This is an optimization exercise on Yosys and OpenROAD, whose aim is small area, a short achievable clock period and few clock cycles per item, not a production implementation. The RTL was checked by simulation tests, not by an equivalence proof against the original design. Power figures rest on the tool's default switching activity, not on a simulated workload.

Setup of pepper:
Design accumulator_multiplier, start of the top module:
module accumulator_multiplier
(
    input logic clock, reset,
    input logic [31:0] multiplicand, multiplier,
    output logic [63:0] out,
    output logic done
);
Size in the first run: ~2,600 cells after synthesis, about 140 flip-flops, roughly 130 I/O pins, roughly 26,000 um2 of cells after synthesis.
==> flow/config.mk <==
export PLATFORM = sky130hd
export DESIGN_NAME = accumulator_multiplier
export DESIGN_NICKNAME = accumulator_multiplier
export VERILOG_FILES = /design/flow/design.v
export SDC_FILE = /design/flow/constraint.sdc
export NUM_CORES = 4
export LEC_CHECK = 0
export ABC_AREA = 1
export CAP_MARGIN = 20
export CORE_MARGIN = 2
export CORE_UTILIZATION = 40
export SETUP_SLACK_MARGIN = 1.4
export SLEW_MARGIN = 20
==> flow/constraint.sdc <==
create_clock -name core_clock -period 6.0 [get_ports {clock}]
set_input_delay 1.2000 -clock core_clock [delete_from_list [all_inputs] [get_ports {clock}]]
set_output_delay 1.2000 -clock core_clock [all_outputs]
set_load 0.01 [all_outputs]
standard.sh (not shown) runs the stock make flow with config.mk's settings and CLKGATE_MAP_FILE= SYNTH_SCRIPT=/design/flow/synth_recipe.tcl, a recipe that flattens the netlist after the stock synthesis.
==> flow/flow/run.sh <==
#!/bin/bash
# Own layout flow: the standard flow (standard.sh) with two changes.
# 1. Yosys's generic "abc -fast" pre-mapping inside synth is skipped (synth -noabc).
#    It scrambles the full-adder structure of the multiplier tree, so extract_fa then
#    maps the adders with an inverter on nearly every pin. The final ABC mapping and
#    the register set are the standard synthesis's.
# 2. The port buffers are buf_1 cells instead of the slow clkdlybuf4s50_1 that
#    buffer_ports picks by default; every port still gets its buffer.
set -euo pipefail
cd "$(dirname "$0")/.."
sed '1s/-noshare/-noshare -noabc/' synth_recipe.tcl > flow_synth.tcl
sed 's#/synth_recipe\.tcl#/flow_synth.tcl#g' standard.sh > flow_standard.sh
grep -q flow_synth.tcl flow_standard.sh
EXTRA=(BUFFER_PORTS_ARGS="-buffer_cell sky130_fd_sc_hd__buf_1")
bash flow_standard.sh "${EXTRA[@]}" synth > flow_synth.log 2>&1
bash flow_standard.sh "${EXTRA[@]}" finish > flow_layout.log 2>&1
test -s out/final.def
pepper went all the way through the flow, and no timing, DRC or antenna check failed.
Testbench counts of pepper, summed over its fixed seeds: cycles 4,800, items 2,400.
Setup changes, pepper to juniper
--- a/flow/config.mk
+++ b/flow/config.mk
@@ -11,3 +11,4 @@
 export CORE_UTILIZATION = 40
-export SETUP_SLACK_MARGIN = 1.4
+export CTS_BUF_LIST = sky130_fd_sc_hd__clkbuf_4 sky130_fd_sc_hd__clkbuf_8
+export SETUP_SLACK_MARGIN = 1.3
 export SLEW_MARGIN = 20
### Flow results
Run comparison: juniper start point of the critical path r_c912$_DFF_P_; pepper start point of the critical path multiplier[1]. juniper vs. pepper: number of gates given a new drive strength after cts climbed about 30%, top fanout value on the critical path went down 11, buffer count excluding the clock tree in the final layout decreased by 1.8% relative to the old numbers, horizontal die dimension held steady, sequential share of layout area up 0.22 points.
Setup changes, juniper to xenon
--- a/flow/config.mk
+++ b/flow/config.mk
@@ -10,4 +10,3 @@
 export CORE_MARGIN = 2
-export CORE_UTILIZATION = 40
-export CTS_BUF_LIST = sky130_fd_sc_hd__clkbuf_4 sky130_fd_sc_hd__clkbuf_8
+export CORE_UTILIZATION = 60
 export SETUP_SLACK_MARGIN = 1.3
==> run notes <==
- In xenon, the iteration count of the initial detailed-routing pass came out 1 below the value in juniper.
- Critical path depth for xenon is lower than for juniper.
- Diff juniper -> xenon | final area | decrease of about 2%
- xenon ended up with a higher global-route track usage on met2 than juniper did.
- xenon vs juniper, cell with the largest stage delay on the worst path: sky130_fd_sc_hd__fa_1 vs sky130_fd_sc_hd__fa_2
## Diff of input files: nickel against xenon
--- a/flow/config.mk
+++ b/flow/config.mk
@@ -10,4 +10,4 @@
 export CORE_MARGIN = 2
-export CORE_UTILIZATION = 60
-export SETUP_SLACK_MARGIN = 1.3
+export CORE_UTILIZATION = 40
+export SETUP_SLACK_MARGIN = 1.0
 export SLEW_MARGIN = 20
==> comparison <==
- In summary, xenon completed successfully, with a layout that passed the timing, design-rule and antenna checks.
- nickel finished all stages; the layout is clean.
- Run comparison: xenon launch point of the critical path r_c908$_DFF_P_; nickel launch point of the critical path multiplier[25]
- Between nickel and xenon, logic depth of the worst setup path including buffers is lower for nickel, xenon comes in above that.
- The fraction of area in clock buffers and inverters of xenon and that of nickel are within noise of each other.
- Going from xenon to nickel, number of inserted filler cells in the final layout rose by about 80%, sequential share of layout area stayed essentially flat, period utilization rose by 4.2 points.


Another version of the RTL of accumulator_multiplier (not shown whole).
For scale: about 2,600 cells after synthesis, ~120 flip-flops, ~0.025 mm² of cells after synthesis.
export LEC_CHECK = 0
export ABC_AREA = 1
export CAP_MARGIN = 20
export CORE_MARGIN = 2
export CORE_UTILIZATION = 40
export SETUP_SLACK_MARGIN = 1.0
export SLEW_MARGIN = 20
create_clock -name core_clock -period 6.0 [get_ports {clock}]
Scripts as last shown in full above: flow/flow/run.sh
Testbench counts at the start, summed over its fixed seeds: cycles 4,800, items 2,400.
Then changed:
--- a/flow/flow/run.sh
+++ b/flow/flow/run.sh
@@ -13,3 +13,3 @@
 grep -q flow_synth.tcl flow_standard.sh
-EXTRA=(BUFFER_PORTS_ARGS="-buffer_cell sky130_fd_sc_hd__buf_1")
+EXTRA=(BUFFER_PORTS_ARGS="-buffer_cell sky130_fd_sc_hd__buf_1" RECOVER_POWER=100)
 bash flow_standard.sh "${EXTRA[@]}" synth > flow_synth.log 2>&1
The changed run ran to the end with no violations.
Synthesized cell count stays the same.
First-iteration DRC count rises by 2.4%.
Power hardly moves.
Setup slack is worse by 0.46 ns.
Via count hardly moves.
Wire length barely changes.
Synthesized area is unchanged.
Then changed:
--- a/flow/flow/run.sh
+++ b/flow/flow/run.sh
@@ -13,3 +13,3 @@
 grep -q flow_synth.tcl flow_standard.sh
-EXTRA=(BUFFER_PORTS_ARGS="-buffer_cell sky130_fd_sc_hd__buf_1" RECOVER_POWER=100)
+EXTRA=(BUFFER_PORTS_ARGS="-buffer_cell sky130_fd_sc_hd__buf_1")
 bash flow_standard.sh "${EXTRA[@]}" synth > flow_synth.log 2>&1
CORE_UTILIZATION = 55   (was 40)
CTS_BUF_LIST = sky130_fd_sc_hd__clkbuf_4 sky130_fd_sc_hd__clkbuf_8   (was not set)
Worst setup slack is better by 0.49 ns.
Synthesized cell count does not change.
Design area goes down by 0.54%.
Non-clock buffer count goes up by 14.
Routed wire length barely changes.
Core utilization goes up by 16 points.
Sequential power stays flat.
Via count hardly moves.
Hold slack is worse by 0.099 ns.
Clock-buffer cell count goes down by 2.
Power goes up by 1.5%.
Then changed:
CORE_UTILIZATION = 40   (was 55)
CTS_BUF_LIST = not set   (was sky130_fd_sc_hd__clkbuf_4 sky130_fd_sc_hd__clkbuf_8)
SETUP_SLACK_MARGIN = 1.15   (was 1.0)
The new run completed without violations.
Utilization goes down by 13 points.
Non-clock buffer count goes up by 30.
Power goes up by about 3%.
Setup slack improves by 0.043 ns.
Then changed:
SETUP_SLACK_MARGIN = 0.8   (was 1.15)
The new run completed with no timing, DRC or antenna violations; synthesized cell count is unchanged; wire length fell by 4.4%; final area is lower by 5.5%; power stays flat; core utilization went down by 2.6 points; hold slack improved by 0.028 ns.

==> what the ideal ports hide <==
No port has a modelled driver above. Below, the same layouts with a new extraction and two added sets of constraints. Step 1 (the two cells are an assumption about what drives the block):
set clk [get_ports {clock}]
set_driving_cell -lib_cell sky130_fd_sc_hd__clkbuf_16 $clk
set_driving_cell -lib_cell sky130_fd_sc_hd__buf_2 [delete_from_list [all_inputs] $clk]
Step 2 times the ports against the registers' clock, not the clock port: input delays grow and output delays shrink by t, the midpoint of the rising clock arrivals with the driver on. Three values: no drivers, after step 1, after step 2; two values: the first two.
| run | t, ns | slack for setup (ns) | worst setup path at the end |
|---|---|---|---|
| pepper | 0.557 | 1.395 / 1.336 / 0.878 | input to register |
| juniper | 0.619 | 1.133 / 1.080 / 0.762 | input to register |
| xenon | 0.552 | 1.360 / 1.299 / 0.804 | input to register |
| nickel | 0.562 | 1.106 / 1.100 / 0.577 | input to register |
| the first run of note 2 | 0.556 | 1.002 / 1.044 / 0.487 | input to register |
| the second run of note 2 | 0.557 | 0.546 / 0.587 / 0.029 | input to register |
| the third run of note 2 | 0.633 | 1.039 / 1.028 / 0.395 | input to register |
| the fourth run of note 2 | 0.563 | 1.083 / 1.112 / 0.549 | input to register |
| the fifth run of note 2 | 0.562 | 0.833 / 0.840 / 0.278 | input to register |
After both steps every run listed still meets setup and hold. For the third run of note 2, which loses most, drivers alone change the setup slack by -0.011 ns; drivers and shift together by -0.644 ns.
